Context: an optimization exercise on an open-source flow, tuned for small area, a short achievable clock period and few clock cycles per item. The choices shown serve that exercise and are no tape-out recipe. Only simulation tests tie the RTL to the original design; equivalence was not proved. Power and IR drop assume default switching activity.

==> branch onyx: inputs <==
// cpu
module cpu(
    input clk,
    input nrst,
    input [31:0] isram_dataout,
    output isram_cs,
    output [15:0] isram_addr,
    input [31:0] dsram_dataout,
    output [3:0] dsram_wen,
    output [15:0] dsram_addr,
    output [31:0] dsram_datain
);
localparam [6:0] OP_LUI = 7'b0110111, OP_AUIPC = 7'b0010111, OP_JAL = 7'b1101111,
                 OP_JALR = 7'b1100111, OP_BR = 7'b1100011, OP_LD = 7'b0000011,
                 OP_ST = 7'b0100011, OP_IMM = 7'b0010011, OP_OP = 7'b0110011,
                 OP_SYS = 7'b1110011;
reg  [31:0] pcF;         
reg         vF;          
reg  [15:0] faddr;       
reg  [15:0] seqF;        
reg         csq;         
reg         redir_q;     
reg  [31:0] redir_pc;
reg  [31:0] irD;
reg  [31:0] pcD;
reg         vD;
reg         predD;       
reg  [15:0] tgtD;        
reg         stallD;      
reg         vE;
reg  [4:0]  rdE;
reg         wenE, brE, jalrE, ldE, stE, mulE, csrE, linkE, csrwE, predE;
reg  [2:0]  f3E;
reg  [2:0]  aluE;        
reg         kEq, kNe, kLt, kGe, kLtu, kGeu, kJ;
reg         subE, sraE;
reg  [1:0]  csrsE;       
reg  [31:0] aE, bE, cE;  
reg         fa1, fa2, fb1, fb2, fc1, fc2;
reg         vM1, wenM1, ldM1;
reg  [4:0]  rdM1;
reg  [2:0]  f3M1;
reg  [31:0] resM1;
reg  [3:0]  wenq;
reg  [31:0] sdM1;
reg         vM2, wenM2, ldM2;
reg  [4:0]  rdM2;
reg  [2:0]  f3M2;
reg  [31:0] resM2;
reg         mbusy;       
  ...
clock: 18.0 ns
lec_check: 0
cap_margin: 20
core_margin: 2
core_utilization: 40
slew_margin: 20
synth_hierarchical: 1
standard.sh (not shown) runs the stock make flow with config.mk's settings and CLKGATE_MAP_FILE= SYNTH_SCRIPT=/design/flow/synth_recipe.tcl, a recipe that flattens the netlist after the stock synthesis.
==> flow/flow/run.sh <==
#!/bin/bash
set -euo pipefail
export SETUP_SLACK_MARGIN=13
bash standard.sh > standard.log 2>&1
==> branch garnet: changes against branch onyx <==
--- a/flow/design.v
+++ b/flow/design.v
@@ -354,15 +354,14 @@
 reg  [15:0] tgtD;        
 reg         stallD;      
 reg         vE;
 reg  [4:0]  rdE;
 reg         wenE, brE, jalrE, ldE, stE, mulE, csrE, linkE, csrwE, predE;
 reg  [2:0]  f3E;
 reg  [2:0]  aluE;        
-reg         kEq, kNe, kLt, kGe, kLtu, kGeu, kJ;
 reg         subE, sraE;
 reg  [1:0]  csrsE;       
 reg  [31:0] aE, bE, cE;  
 reg         fa1, fa2, fb1, fb2, fc1, fc2;
 reg         vM1, wenM1, ldM1;
 reg  [4:0]  rdM1;
 reg  [2:0]  f3M1;
@@ -435,25 +434,19 @@
         l2 = (ve & wene & lde & rde == rs2) | (vm1 & wenm1 & ldm1 & rdm1 == rs2);
         p1 = (ve & mule & rde == rs1 & rs1 != 5'd0) | (pend & mr == rs1);
         p2 = (ve & mule & rde == rs2 & rs2 != 5'd0) | (pend & mr == rs2);
         hazard = v & ((u1 & (l1 | p1)) | (u2 & (l2 | p2)) | (m & ((ve & mule) | busy)));
     end
 endfunction
 wire [31:0] iw = isram_dataout;
-wire        pd_jal  = (iw[6:0] == OP_JAL);
-wire        pd_br   = (iw[6:0] == OP_BR);
-wire        pd_jalr = (iw[6:0] == OP_JALR);
-wire        pd_fuse = pd_jalr & vD & (irD[6:0] == OP_AUIPC) & (irD[11:7] != 5'd0) &
-                      (iw[19:15] == irD[11:7]);
-wire        pd_take = pd_jal | pd_fuse | (pd_br & (iw[31] | iw[12]));
-wire [15:0] aui16 = {pcD[15:12] + irD[15:12], pcD[11:0]};    
-wire [15:0] pd_tjb, pd_tj;      
-pd_add u_pd(.pc(pcF[15:0]), .auipc(aui16), .iw(iw), .tjb(pd_tjb), .tj(pd_tj));
-wire        pd_isj = (iw[3:2] == 2'b01);
-wire [15:0] pd_tgt = pd_isj ? pd_tj : pd_tjb;
+wire        pd_jal = (iw[6:0] == OP_JAL);
+wire        pd_br  = (iw[6:0] == OP_BR);
+wire        pd_take = pd_jal | (pd_br & (iw[31] | iw[12]));
+wire [15:0] pd_tgt;
+pd_add u_pd(.pc(pcF[15:0]), .iw(iw), .tgt(pd_tgt));
 wire [2:0]  f_uses = uses(iw);
 wire [6:0] opD  = irD[6:0];
 wire [4:0] rdD  = irD[11:7];
 wire [2:0] f3D  = irD[14:12];
 wire [4:0] rs1D = irD[19:15];
 wire [4:0] rs2D = irD[24:20];
 wire d_lui  = (opD == OP_LUI);
@@ -492,20 +485,18 @@
     rf1 = 32'd0;
     rf2 = 32'd0;
     for (ri = 1; ri < 32; ri = ri + 1) begin
         rf1 = rf1 | ({32{sel1[ri]}} & rf[ri]);
         rf2 = rf2 | ({32{sel2[ri]}} & rf[ri]);
     end
 end
-wire [31:0] r1D = rf1;
-wire [31:0] r2D = rf2;
-wire        w1D = rf_we & (rf_wa == rs1D) & (rs1D != 5'd0);
-wire        w2D = rf_we & (rf_wa == rs2D) & (rs2D != 5'd0);
+wire [31:0] r1D = (rf_we && rf_wa == rs1D) ? rf_wd : rf1;
+wire [31:0] r2D = (rf_we && rf_wa == rs2D) ? rf_wd : rf2;
 wire [31:0] pc4D  = pcinc(pcD);
-wire [31:0] tgt32;
+wire [31:0] tgt32 = pcD + (d_jal ? immJ : immB);
 wire m1E = rdE == rs1D, m2E = rdE == rs2D;
 wire m1M = rdM1 == rs1D, m2M = rdM1 == rs2D;
 wire [31:0] A = fa1 ? resM1 : fa2 ? resM2 : aE;
 wire [31:0] B = fb1 ? resM1 : fb2 ? resM2 : bE;
 wire [31:0] C = fc1 ? resM1 : fc2 ? resM2 : cE;
 wire [32:0] sumx = {1'b0, A} + {1'b0, subE ? ~B : B} + {32'd0, subE};
 wire [31:0] sum = sumx[31:0];
@@ -544,31 +535,27 @@
     case (f3E[1:0])
         2'b01:   csr_new = A;
         2'b10:   csr_new = csr_old | A;
         default: csr_new = csr_old & ~A;
     endcase
 end
 wire [31:0] resE = linkE ? cE : csrE ? csr_old : alu;
-wire [31:0] tgt_jb = pcD + (d_jal ? immJ : immB);
-wire [31:0] jtgt = aE + bE + immI;
-assign tgt32 = d_jalr ? {jtgt[31:1], 1'b0} : tgt_jb;
 reg btaken;
 always @(*) begin
     case (f3E)
         3'b000: btaken = eq;
         3'b001: btaken = ~eq;
         3'b100: btaken = lts;
         3'b101: btaken = ~lts;
         3'b110: btaken = ltu;
         3'b111: btaken = ~ltu;
         default: btaken = 1'b0;
     endcase
 end
-wire mispE = vE & (kJ | (eq & kEq) | (~eq & kNe) | (lts & kLt) | (~lts & kGe) |
-                   (ltu & kLtu) | (~ltu & kGeu));
+wire mispE = vE & (jalrE | (brE & (btaken != predE)));
 wire [1:0]  ea = sum[1:0];
 reg  [3:0]  st_wen;
 reg  [31:0] st_data;
 always @(*) begin
     case (f3E[1:0])
         2'b00:   begin st_wen = ~(4'b0001 << ea); st_data = {4{C[7:0]}}; end
         2'b01:   begin st_wen = ea[1] ? 4'b0011 : 4'b1100; st_data = {2{C[15:0]}}; end
@@ -610,38 +597,29 @@
 wire n_vD = mispE ? 1'b0 : stallD ? vD : (vF & ~pred_go);
 wire n_vE = dadv;
 wire        n_predD = advD ? pd_take : predD;
 wire [15:0] n_tgtD  = advD ? pd_tgt : tgtD;
 wire [15:0] n_redir = jalrE ? {sum[15:1], 1'b0} : C[15:0];
 wire [31:0] n_seq4  = pcinc({16'd0, redir_q ? redir_pc[15:0] : pred_go ? tgtD : seqF});
 wire [15:0] n_seq   = isram_cs ? n_seq4[15:0] : seqF;
-wire        sel_pd  = ~mispE & advD & vF & ~pred_go & pd_take;
-wire [15:0] n_frest = mispE ? n_redir : (stallD & vD & predD) ? tgtD : n_seq;
-wire        sel_tj  = sel_pd & pd_isj;
-wire        sel_tjb = sel_pd & ~pd_isj;
-wire [15:0] n_faddr = ({16{sel_tj}} & pd_tj) | ({16{sel_tjb}} & pd_tjb) |
-                      ({16{~sel_pd}} & n_frest);
+wire [15:0] n_faddr = mispE ? n_redir : (n_vD & n_predD) ? n_tgtD : n_seq;
 wire mrel = mbusy & mdone & (mkill | ~m2w);     
 wire n_mbusy = disp | (mbusy & ~mrel);
 wire n_mdone = ~disp & mbusy & ~mrel & (mdone | (mcnt == NP - 1));
 wire n_mkill = disp ? ((rdE == 5'd0) | (dadv & d_wen & rdD == rdE))
                     : (mkill | (mbusy & dadv & d_wen & rdD == mrd));
 wire [4:0] n_mrd = disp ? rdE : mrd;
 wire n_mwb = n_mbusy & n_mdone & ~n_mkill & ~(vM1 & wenM1);
-wire [2:0] n_mcnt = disp ? 3'd0 : (mbusy & ~mdone) ? mcnt + 3'd1 : mcnt;
-wire n_mrel  = n_mbusy & n_mdone & (n_mkill | ~(vM1 & wenM1));
-wire t1_done = n_mbusy & ~n_mrel & (n_mdone | (n_mcnt == NP - 1));
-wire n_mheld = n_mbusy & ~n_mrel & ~(t1_done & (n_mkill | ~(vE & wenE)));
 wire [2:0] n_uses = stallD ? d_uses : f_uses;
 wire [4:0] n_rs1  = stallD ? rs1D : iw[19:15];
 wire [4:0] n_rs2  = stallD ? rs2D : iw[24:20];
 wire n_stallD = hazard(n_vD, n_uses[2], n_uses[1], n_uses[0], n_rs1, n_rs2,
                        n_vE, d_wen, d_ld, d_mul, rdD,
                        vE, wenE, ldE, rdE,
-                       n_mheld, n_mbusy & ~n_mkill & ~n_mwb, n_mrd);
+                       n_mbusy, n_mbusy & ~n_mkill & ~n_mwb, n_mrd);
 always @(posedge clk) begin
     if (~nrst) begin
         vF <= 1'b0;
         vD <= 1'b0;
         stallD <= 1'b0;
         vE <= 1'b0;
         vM1 <= 1'b0;
@@ -690,41 +668,31 @@
         ldE   <= d_ld;
         stE   <= d_st;
         mulE  <= d_mul;
         csrE  <= d_csr;
         csrwE <= d_csr & (rdD != 5'd0);
         linkE <= d_jal | d_jalr;
         predE <= predD;
-        kEq  <= d_br & (f3D[2:1] == 2'b00) & (f3D[0] == predD);
-        kNe  <= d_br & (f3D[2:1] == 2'b00) & (f3D[0] != predD);
-        kLt  <= d_br & (f3D[2:1] == 2'b10) & (f3D[0] == predD);
-        kGe  <= d_br & (f3D[2:1] == 2'b10) & (f3D[0] != predD);
-        kLtu <= d_br & (f3D[2:1] == 2'b11) & (f3D[0] == predD);
-        kGeu <= d_br & (f3D[2:1] == 2'b11) & (f3D[0] != predD);
-        kJ   <= d_jalr & ~predD;
         f3E   <= f3D;
         csrsE <= {irD[27], irD[21]};
         if (d_op | d_imm) begin
             aluE <= f3D;
             subE <= (d_op & irD[30] & (f3D == 3'b000)) | (f3D[2:1] == 2'b01);
             sraE <= irD[30];
         end else begin
             aluE <= 3'b000;
             subE <= 1'b0;
             sraE <= 1'b0;
         end
         if (d_br) subE <= 1'b1;
-        aE <= (d_use1 & w1D) ? rf_wd :
-              d_lui ? 32'd0 : d_aui ? pcD : (d_csr & f3D[2]) ? {27'd0, rs1D} : r1D;
-        bE <= ((d_op | d_br) & w2D) ? rf_wd :
-              (d_op | d_br) ? r2D :
+        aE <= d_lui ? 32'd0 : d_aui ? pcD : (d_csr & f3D[2]) ? {27'd0, rs1D} : r1D;
+        bE <= (d_op | d_br) ? r2D :
               d_st ? immS :
               (d_lui | d_aui) ? immU : immI;
-        cE <= (d_st & w2D) ? rf_wd :
-              d_st ? r2D : (d_jal | d_jalr) ? pc4D : (predD ? pc4D : tgt_jb);
+        cE <= d_st ? r2D : (d_jal | d_jalr) ? pc4D : (predD ? pc4D : tgt32);
         fa1 <= d_use1 & vE & wenE & m1E;
         fa2 <= d_use1 & vM1 & wenM1 & m1M & ~(vE & wenE & m1E);
         fb1 <= (d_op | d_br) & vE & wenE & m2E;
         fb2 <= (d_op | d_br) & vM1 & wenM1 & m2M & ~(vE & wenE & m2E);
         fc1 <= d_st & vE & wenE & m2E;
         fc2 <= d_st & vM1 & wenM1 & m2M & ~(vE & wenE & m2E);
     end
@@ -779,18 +747,14 @@
             {instreth, instret} <= inc64({instreth, instret});
         end
     end
 end
 endmodule
 module pd_add(
     input  [15:0] pc,
-    input  [15:0] auipc,
     input  [31:0] iw,
-    output [15:0] tjb,       
-    output [15:0] tj         
+    output [15:0] tgt
 );
-wire [15:0] imm = iw[3] ? {iw[15:12], iw[20], iw[30:21], 1'b0}
+wire [15:0] imm = iw[2] ? {iw[15:12], iw[20], iw[30:21], 1'b0}
                         : {{4{iw[31]}}, iw[7], iw[30:25], iw[11:8], 1'b0};
-assign tjb = pc + imm;
-wire [15:0] t = auipc + {{4{iw[31]}}, iw[31:20]};
-assign tj = {t[15:1], 1'b0};
+assign tgt = pc + imm;
 endmodule
==> notes.md <==
Against branch garnet, the power of branch onyx is larger by about 14%.
Clock power is about the same in branch garnet and branch onyx.
Branch garnet finished with timing, DRC and antenna clean. Branch onyx ran to the end with violations: capacitance limit, slew limit.
Clock skew: branch onyx is lower than branch garnet (27 ps).
Between branch garnet and branch onyx, the lower non-clock buffer count is in branch onyx (gap 120).
Of branch garnet and branch onyx, branch onyx has the higher synthesized area (gap about 4%, measured against branch onyx).
Count of clock-buffer cells in the layout: branch onyx is lower than branch garnet (9).
Testbench counts of branch onyx, summed over its fixed seeds: cycles 83,320, instrs 61,413.
Testbench counts of branch garnet, summed over its fixed seeds: cycles 86,802, instrs 61,413.

[separate check: timing with driven ports]
In the flow no input, the clock included, has a driving cell. The finished layouts below were timed again as built, in two steps.
Step 1 assumes that a clkbuf_16 drives the clock port and a buf_2 every other input.
Step 2 adds t to the input delays and takes it off the output delays; t is the mean of the earliest and latest rising clock arrival at the registers after step 1. Input paths then give back, and output paths get back, about the clock's delay inside the block.
Slacks: no drivers / after step 1 / after step 2; pairs: no drivers / after step 1.
| run | shift t [ns] | setup slack, ns | hold WS [ns] | clock arrival spread, ns | worst register clock-pin slew, ns |
|---|---|---|---|---|---|
| branch onyx | 0.952 | 12.600 / 12.651 / 11.699 | 0.326 / 0.326 / 0.326 | 0.109 / 0.109 | 0.08 / 0.08 |
| branch garnet | 0.961 | 12.713 / 12.773 / 11.812 | 0.288 / 0.288 / 0.288 | 0.134 / 0.135 | 0.07 / 0.07 |
